Source: an optimization exercise on an open RTL-to-GDS flow (aim: small area). Production flows keep margins and buffers that such runs may drop. RTL that was checked went through simulation tests only; none was proved equivalent to the original. The flow treats the clock pin as an ideal source, which a real chip does not have.

== old ==
// mul16_top
module mul16_top(
    input   wire            clk,
    input   wire            a_signed,
    input   wire            b_signed,
    input   wire    [15:0]  mula,
    input   wire    [15:0]  mulb,
    output  reg     [31:0]  p
);
reg             a_signed_q, b_signed_q;
reg     [15:0]  mula_q, mulb_q;
wire    [31:0]  prod;
always @(posedge clk) begin
    a_signed_q <= a_signed;
    b_signed_q <= b_signed;
    mula_q     <= mula;
    mulb_q     <= mulb;
    p          <= prod;
end
multi16x16 mult(
    .a_signed(a_signed_q),
    .b_signed(b_signed_q),
    .mula(mula_q),
    .mulb(mulb_q),
    .out(prod)
);
endmodule
Size in the first run: ~780 cells after synthesis, roughly 67 I/O pins.
clock: 6.5 ns
lec_check: 0
abc_area: 1
cap_margin: 20
core_margin: 2
core_utilization: 55
cts_buf_list: sky130_fd_sc_hd__clkbuf_4 sky130_fd_sc_hd__clkbuf_8
cts_cluster_size: 16
gpl_timing_driven: 0
slew_margin: 20
synth_hierarchical: 1
standard.sh (not shown) runs the stock make flow with config.mk's settings and CLKGATE_MAP_FILE= SYNTH_SCRIPT=/design/flow/synth_recipe.tcl, a recipe that flattens the netlist after the stock synthesis.
==> flow/flow/run.sh <==
#!/bin/bash
# The standard layout (standard.sh, synthesis unchanged) with these changes:
#  - before floorplan, combinational cells that synthesis upsized are swapped
#    back to their smallest drive strength (flow/downsize.tcl); the standard
#    repair steps add drive back where slew, capacitance or timing need it;
#  - global placement is not timing-driven (no rebuffering there); the
#    synthesis buffers are still removed before it (flow/unbuffer.tcl);
#  - the port buffers inserted before global placement are buf_1 instead of
#    the resizer's default choice;
#  - clock tree synthesis uses clkbuf_4 buffers and adds no dummy loads; after
#    it, a clock buffer driving 10 or more pins becomes a clkbuf_8
#    (flow/cts_fix.tcl) to keep clock-pin slews low.
# The full output of the make run goes to standard.log here; ORFS keeps each
# step's own log under orfs/logs/.
set -euo pipefail
here=$(pwd)
export BUFFER_PORTS_ARGS="-buffer_cell sky130_fd_sc_hd__buf_1"
export CTS_ARGS="-sink_clustering_enable -repair_clock_nets -dont_use_dummy_load -sink_clustering_size 12 -root_buf sky130_fd_sc_hd__clkbuf_4 -buf_list {sky130_fd_sc_hd__clkbuf_4}"
export PRE_FLOORPLAN_TCL="$here/flow/downsize.tcl"
export POST_CTS_TCL="$here/flow/cts_fix.tcl"
export PRE_GLOBAL_PLACE_TCL="$here/flow/unbuffer.tcl"
export CTS_FIX_MIN_SINKS=10
bash standard.sh > standard.log 2>&1
Other scripts of this flow, unchanged in this note and not shown: flow/flow/cts_fix.tcl, flow/flow/downsize.tcl, flow/flow/unbuffer.tcl
Inputs modified between old and new:
diff --git a/flow/design.v b/flow/design.v
--- a/flow/design.v
+++ b/flow/design.v
@@ -12,22 +12,23 @@
 module booth_sel1(input wire one, input wire neg, input wire a, output wire x);
     assign x = (one & a) ^ neg;
 endmodule
 module booth_selm(input wire one, input wire two, input wire neg, input wire a, output wire xn);
     assign xn = ~(((one | two) & a) ^ neg);
 endmodule
 module multi16x16(
     input   wire            a_signed,
     input   wire            b_signed,
-    input   wire    [15:0]  mula,
+    input   wire    [15:0]  mula_n,
     input   wire    [15:0]  mulb,
     output  wire    [31:0]  out
 );
+    wire [15:0] mula = ~mula_n;
     wire a_top = a_signed & mula[15];
     wire b_top = b_signed & mulb[15];
     wire one0 = mulb[0];
     wire two0 = mulb[1] & ~mulb[0];
     wire neg0 = mulb[1];
     wire n1;
     assign n1 = (one0 & mula[0]) ^ neg0;
     wire n2;
     assign n2 = ((one0 & mula[1]) | (two0 & mula[0])) ^ neg0;
@@ -824,26 +825,26 @@
 module mul16_top(
     input   wire            clk,
     input   wire            a_signed,
     input   wire            b_signed,
     input   wire    [15:0]  mula,
     input   wire    [15:0]  mulb,
     output  reg     [31:0]  p
 );
 reg             a_signed_q, b_signed_q;
-reg     [15:0]  mula_q, mulb_q;
+reg     [15:0]  mula_nq, mulb_q;
 wire    [31:0]  prod;
 always @(posedge clk) begin
     a_signed_q <= a_signed;
     b_signed_q <= b_signed;
-    mula_q     <= mula;
+    mula_nq    <= ~mula;
     mulb_q     <= mulb;
     p          <= prod;
 end
 multi16x16 mult(
     .a_signed(a_signed_q),
     .b_signed(b_signed_q),
-    .mula(mula_q),
+    .mula_n(mula_nq),
     .mulb(mulb_q),
     .out(prod)
 );
 endmodule
Results
- Fmax of new exceeds that of old slightly.
- Lower longest individual stage delay on the worst path goes to old over new.
- Measured against each other, old and new differ in final standard cell utilization of the core, the higher figure coming from old.
- Number of global-route vias before repair across old and new: no real change.
- Final critical path time including I/O delays and setup, old and new: higher on old
- Cell area: new vs old — no meaningful difference
- Taking old as the reference, in new synthesized cell count increased 2.2%; layout filler cell count lower; starting density of the core moved up.
Function not checked in new: the RTL went through the layout flow alone.

what the ideal ports hide:
The results above use ideal ports. As a check the final layouts listed here were re-extracted and re-timed, cells and wires unchanged. Step 1: set_driving_cell puts a clkbuf_16 on clk and a buf_2 on each other input, an assumption about the parent block. Step 2, shift: input delay + t, output delay - t, t = (earliest + latest rising clock arrival at the registers) / 2. This alone moves slack from input paths to output paths. Three values: ideal, step 1, step 2; two values: the first two.
run	t (ns)	setup slack, ns	hold WS [ns]	worst slew at a driven data input, ns
old	0.469	0.358 / 0.358 / 0.358	0.797 / 0.797 / 0.797	0.04
new	0.467	0.408 / 0.408 / 0.408	0.801 / 0.801 / 0.801	0.04
After both steps every run listed still meets setup and hold.
